Source: an optimization exercise on an open RTL-to-GDS flow (aim: small area and a short achievable clock period). Production flows keep margins and buffers that such runs may drop.
At most, simulation tests tie the RTL to the original design; equivalence was not proved.
Power is estimated from default activity; no workload was simulated.

==> job 4297 <==
Design SDC_fft, start of the top module:
module SDC_fft #(
    parameter width = 12
) (
    input clk, rst_n,
    input signed [width-1:0] R, I,
    output signed [width-1:0] R_out, I_out,
    output done
);
clock: 10.0 ns
lec_check: 0
abc_clock_period_in_ps: 3500
cap_margin: 20
core_margin: 2
core_utilization: 40
slew_margin: 20
standard.sh (not shown) runs the stock make flow with config.mk's settings and CLKGATE_MAP_FILE= SYNTH_SCRIPT=/design/flow/synth_recipe.tcl, a recipe that flattens the netlist after the stock synthesis.
==> flow/flow/run.sh <==
#!/bin/bash
set -o pipefail
export SETUP_SLACK_MARGIN=6.5
bash standard.sh > standard.log 2>&1
==> job 4406 (differences from job 4297) <==
--- a/flow/design.v
+++ b/flow/design.v
@@ -90,20 +90,18 @@
     rotA16 u_r1 (.vr(p1r), .vi(p1i), .a(p1a), .b(p1b), .d0(q1a), .d1(q1b),
                  .os(r1s), .oc(r1c), .ol(r1l));
     always @(posedge clk) begin
         d11 <= f11;
         r1vr <= f12;
         if (!sel_1) begin
             e1r <= r1vr; e1i <= f12; e1t <= t1;
         end
-        if (sel_1) begin
-            p1r <= e1r; p1i <= e1i; p1t <= e1t;
-            p1a <= e1r + e1i; p1b <= e1i - e1r;
-        end
+        p1r <= e1r; p1i <= e1i; p1t <= e1t;
+        p1a <= e1r + e1i; p1b <= e1i - e1r;
         q1a <= sel_1 ? o1re : o1im;
         q1b <= sel_1 ? o1re : o1im;
         g1s <= r1s; g1c <= r1c; g1l <= r1l;
         h1 <= g1s + g1c + g1l;
     end
     wire signed [11:0] s1nr = s1sel ? h1 : d11;
     wire signed [11:0] line2_1 = s1sel ? d11 : h1;
     reg signed [11:0] b12 [0:3];
==> flow/flow/run.sh (replaced) <==
#!/bin/bash
set -o pipefail
export SETUP_SLACK_MARGIN=5.7
bash standard.sh > standard.log 2>&1
ABC_CLOCK_PERIOD_IN_PS = 4300   (was 3500)
==> comparison table <==
quantity                                                                        job 4297               job 4406
Result of the run                                       no timing/DRC/antenna violations  no timing/DRC/antenna violations
Sequential share of cell area                                                      0.411                  0.425
Detailed-route wire length on metal 1                                            37.3 mm                32.7 mm
NonClk Buf Share                                                                  0.0491                 0.0298
Clock tree skew after final layout                                               25.9 ps                57.3 ps
Slowest cell on crit path                                          sky130_fd_sc_hd__fa_2  sky130_fd_sc_hd__fa_1
Routed length on met3                                                            4.98 mm                3.59 mm
Number of antenna violations at the first check in global routing                      1                      2
Grt met1 use                                                                       0.236                  0.205
Highest ir drop seen on vdd                                                       164 µV                 179 µV
Area share of the largest cell type after synthesis                                0.372                  0.408
Setup slack after placement                                                      5130 ps                4830 ps
Clock insertion delay at the later pin of the skew report                         630 ps                 660 ps
Post-Layout Inst Area                                                         44,400 µm²             41,700 µm²
Cell variety after synth                                                              92                     93
Number of detailed-route iterations in the first pass                                  6                      8
Inverters                                                                            374                    363
Final cell count without fillers                                                   4,669                  4,542
TAP cells                                                                          1,176                  1,165
Upper clock frequency limit                                                      218 MHz                212 MHz
Layout Nets                                                                        3,812                  3,691
Final-layout worst hold slack                                                     315 ps                 275 ps
Power density of the placed cells                                             264 nW/µm²             260 nW/µm²
Fraction of layout instances using a drive strength above 1                        0.225                  0.144
Tightest slew margin relative to the limit                                         0.317                  0.310
Total Routed Length                                                              81.6 mm                76.9 mm
No run of this note included a check of the RTL's function; only the layout flow was run.

---

==> pepper <==
SDC_fft, a different RTL version from the one above (not shown whole).
## SDC_fft
module SDC_fft #(
    parameter width = 12
) (
    input clk, rst_n,
    input signed [width-1:0] R, I,
    output signed [width-1:0] R_out, I_out,
    output done
);
    reg [4:0] count;
    always @(posedge clk or negedge rst_n) begin
        if (!rst_n) count <= 0;
        else if (count != 27) count <= count + 1'b1;
    end
    assign done = count[4] & count[3] & ~count[2] & count[1] & count[0];
    reg [3:0] ph;
    always @(posedge clk or negedge rst_n) begin
        if (!rst_n) ph <= 4'hf;
        else ph <= ph + 1'b1;
    end
    wire [3:0] pn = ph + 1'b1;
    wire [3:0] t1n = pn - 4'd14;        
    wire [3:0] t2n = pn - 4'd11;        
    wire [3:0] e2n = pn - 4'd9, e3n = pn - 4'd14, e4n = pn - 4'd1;
    wire [3:0] e5n = pn - 4'd3, e6n = pn - 4'd5;
    reg [7:0] sel1a, sel1b, sel1c, sel1d;
    reg [3:0] sel2a, sel2b, sel2c, sel2d;
    reg s1bf, s2bf, s3bf, s4bf, s4j, x1, x2;
    always @(posedge clk) begin
        sel1a <= t1n[3] ? 8'd1 : (8'd1 << t1n[2:0]);
        sel1b <= t1n[3] ? 8'd1 : (8'd1 << t1n[2:0]);
        sel1c <= t1n[3] ? 8'd1 : (8'd1 << t1n[2:0]);
        sel1d <= t1n[3] ? 8'd1 : (8'd1 << t1n[2:0]);
        sel2a <= t2n[2] ? (4'd1 << t2n[1:0]) : 4'd1;
        sel2b <= t2n[2] ? (4'd1 << t2n[1:0]) : 4'd1;
        sel2c <= t2n[2] ? (4'd1 << t2n[1:0]) : 4'd1;
        sel2d <= t2n[2] ? (4'd1 << t2n[1:0]) : 4'd1;
        s1bf <= pn[3];
        s2bf <= e2n[2];
        s3bf <= e3n[1];
        s4bf <= e4n[0];
        s4j <= e4n[1];
        x1 <= e5n[2] & ~e5n[1];
        x2 <= e6n[3] & ~e6n[2];
    end
    reg signed [11:0] xr, xi;
    always @(posedge clk) begin
        xr <= R;
        xi <= I;
    end
    reg signed [11:0] d1r [0:5];
    reg signed [11:0] d1i [0:5];
    reg signed [12:0] d1a, d1b;           
    reg [21:0] d1rs, d1rc, d1is, d1ic;    
    reg signed [11:0] d1r7, d1i7;
    wire signed [12:0] s1sr = d1r7 + xr, s1dr = d1r7 - xr;
    wire signed [12:0] s1si = d1i7 + xi, s1di = d1i7 - xi;
    wire signed [11:0] s1or = s1bf ? s1sr[12:1] : d1r7;
    wire signed [11:0] s1oi = s1bf ? s1si[12:1] : d1i7;
    wire signed [11:0] d1inr = s1bf ? s1dr[12:1] : xr;
    wire signed [11:0] d1ini = s1bf ? s1di[12:1] : xi;
    wire [21:0] r1rs, r1rc, r1is, r1ic;
    rot16a u_r1 (.vr(d1r[5]), .vi(d1i[5]), .a(d1a), .b(d1b),
                 .d0(sel1a), .d1(sel1b), .d2(sel1c), .d3(sel1d),
  ...
clock: 10.0 ns
lec_check: 0
abc_clock_period_in_ps: 3400
cap_margin: 20
core_margin: 2
core_utilization: 40
slew_margin: 20
tns_end_percent: 10
==> flow/flow/run.sh <==
#!/bin/bash
set -o pipefail
export SETUP_SLACK_MARGIN=6.6
bash standard.sh > standard.log 2>&1
==> inputs of willow, as changes to pepper <==
--- a/flow/config.mk
+++ b/flow/config.mk
@@ -9,5 +9,4 @@
 export CAP_MARGIN = 20
 export CORE_MARGIN = 2
-export CORE_UTILIZATION = 40
+export CORE_UTILIZATION = 55
 export SLEW_MARGIN = 20
-export TNS_END_PERCENT = 10
==> inputs of tundra, as changes to pepper <==
==> flow/run.sh (new file) <==
#!/bin/bash
# synth_recipe.tcl (not shown) runs the flow's synth.tcl, then flattens the netlist and writes it again
# the make line also repeats each setting of config.mk as NAME=value (left out here)
make -C /OpenROAD-flow-scripts/flow DESIGN_CONFIG=/design/flow/config.mk WORK_HOME=/design/flow/orfs CLKGATE_MAP_FILE= SYNTH_SCRIPT=/design/flow/synth_recipe.tcl finish
--- a/flow/config.mk
+++ b/flow/config.mk
@@ -6,8 +6,8 @@
 export NUM_CORES = 4
 export LEC_CHECK = 0
-export ABC_CLOCK_PERIOD_IN_PS = 3400
+export ABC_CLOCK_PERIOD_IN_PS = 3500
 export CAP_MARGIN = 20
 export CORE_MARGIN = 2
 export CORE_UTILIZATION = 40
+export SETUP_SLACK_MARGIN = 5
 export SLEW_MARGIN = 20
-export TNS_END_PERCENT = 10
removed: flow/flow/run.sh
removed: flow/standard.sh
==> summary of the runs <==
- Count of clock-buffer cells in the layout, lowest first: willow, pepper, tundra.
- Between tundra and willow, the lower die area is in willow (gap about 37%, measured against willow).
- Between pepper and tundra, the lower final cell count is in tundra (gap about 1%, measured against tundra).
- Utilization, lowest first: tundra, pepper, willow.

---

==> trial 58: inputs <==
SDC_fft, a different RTL version from the one above (not shown whole).
==> flow/design.v (excerpt) <==
module SDC_fft #(
    parameter width = 12
) (
    input clk, rst_n,
    input signed [width-1:0] R, I,
    output signed [width-1:0] R_out, I_out,
    output done
);
Settings: LEC_CHECK=0, ABC_CLOCK_PERIOD_IN_PS=3400, CAP_MARGIN=20, CORE_MARGIN=2, CORE_UTILIZATION=55, CTS_CLUSTER_DIAMETER=90, CTS_CLUSTER_SIZE=36, SLEW_MARGIN=20, TNS_END_PERCENT=10; clock period 10.0 ns.
==> flow/flow/run.sh <==
#!/bin/bash
set -o pipefail
export SETUP_SLACK_MARGIN=6.6
bash standard.sh > standard.log 2>&1
==> build 95: changes against trial 58 <==
--- a/flow/config.mk
+++ b/flow/config.mk
@@ -10,6 +10,3 @@
 export CORE_MARGIN = 2
-export CORE_UTILIZATION = 55
-export CTS_CLUSTER_DIAMETER = 90
-export CTS_CLUSTER_SIZE = 36
+export CORE_UTILIZATION = 40
 export SLEW_MARGIN = 20
-export TNS_END_PERCENT = 10
==> results.txt <==
- Trial 58 produced a clean layout. Build 95 produced a clean layout.
- Between build 95 and trial 58, the lower routed wire length is in trial 58 (gap 1.7%, measured against trial 58).
- Between trial 58 and build 95, the lower sequential share of layout area is in build 95 (gap 2.5 points).
- Synthesized cell count is the same in trial 58 and build 95.
- Between build 95 and trial 58, the lower critical path depth is in trial 58 (gap 8).
- Against build 95, the maximum frequency of trial 58 is larger by 1.5%.
- Cell count: trial 58 is lower than build 95 (about 9%).
- Between trial 58 and build 95, the lower design area is in trial 58 (gap 6.8%, measured against build 95).
- Of trial 58 and build 95, build 95 has the higher combinational power (gap about 0.6%, measured against build 95).
==> figures <==
metric	build 95	trial 58
Placer congestion estimate	0.922	0.956
Final core utilization	0.473	0.606
Register area	0.0183 sq mm	0.0183 sq mm
Logic power comb	8.63 mW	8.58 mW
Run status	no timing/DRC/antenna violations	no timing/DRC/antenna violations
Count of plain and timing-repair buffers in the layout	193	147
Crit Reg-Reg Startpoint	sel1a[3]	sel1n[2]
Sum of net half-perimeters after detailed placement	84500 um	86300 um
Worst-path fanout max	6	1
Layout cells sized above 1	0.121	0.0760
Clock slew at the register clock pins of the worst setup and hold paths	0.06 ns	0.12 ns
Number of global-route vias before repair	32000	30600
Worst Hold Launch	d1r[2][5]	d1i[3][7]
Share of the clock period used by the worst path	0.354	0.349
Comb_multi_in	2910	2909
Slew of the pin with the lowest slew margin	1.00 ns	1.08 ns
Placed Cells	6054	5626

==> re-timing with driven ports <==
The results above use ideal ports. As a check the final layouts listed here were re-extracted and re-timed, cells and wires unchanged. Step 1, drivers: a clkbuf_16 drives clk and a buf_2 each remaining input, both assumed. Step 2 also shifts input and output timing later by t, the mid clock arrival at the registers, as if the neighbouring blocks saw the same clock. a / b / c = no drivers / after step 1 / after step 2; a / b = the first two.
run | t (ns) | slack for setup (ns) | hold slack, ns | worst slew at a driven data input, ns | cell pins on the clock port's net
job 4297 | 0.680 | 5.408 / 5.408 / 5.408 | 0.315 / 0.315 / 0.315 | 0.05 | 1
job 4406 | 0.695 | 5.276 / 5.276 / 5.276 | 0.275 / 0.275 / 0.275 | 0.04 | 1
pepper | 0.716 | 6.411 / 6.400 / 6.411 | 0.284 / 0.284 / 0.284 | 0.05 | 1
willow | 0.713 | 6.436 / 6.383 / 6.436 | 0.268 / 0.268 / 0.268 | 0.05 | 1
tundra | 0.720 | 5.306 / 5.306 / 5.306 | 0.266 / 0.266 / 0.266 | 0.06 | 1
trial 58 | 0.678 | 6.511 / 6.444 / 6.526 | 0.325 / 0.325 / 0.325 | 0.06 | 1
build 95 | 0.736 | 6.460 / 6.460 / 6.460 | 0.313 / 0.313 / 0.313 | 0.10 | 1
After both steps every run listed still meets setup and hold.
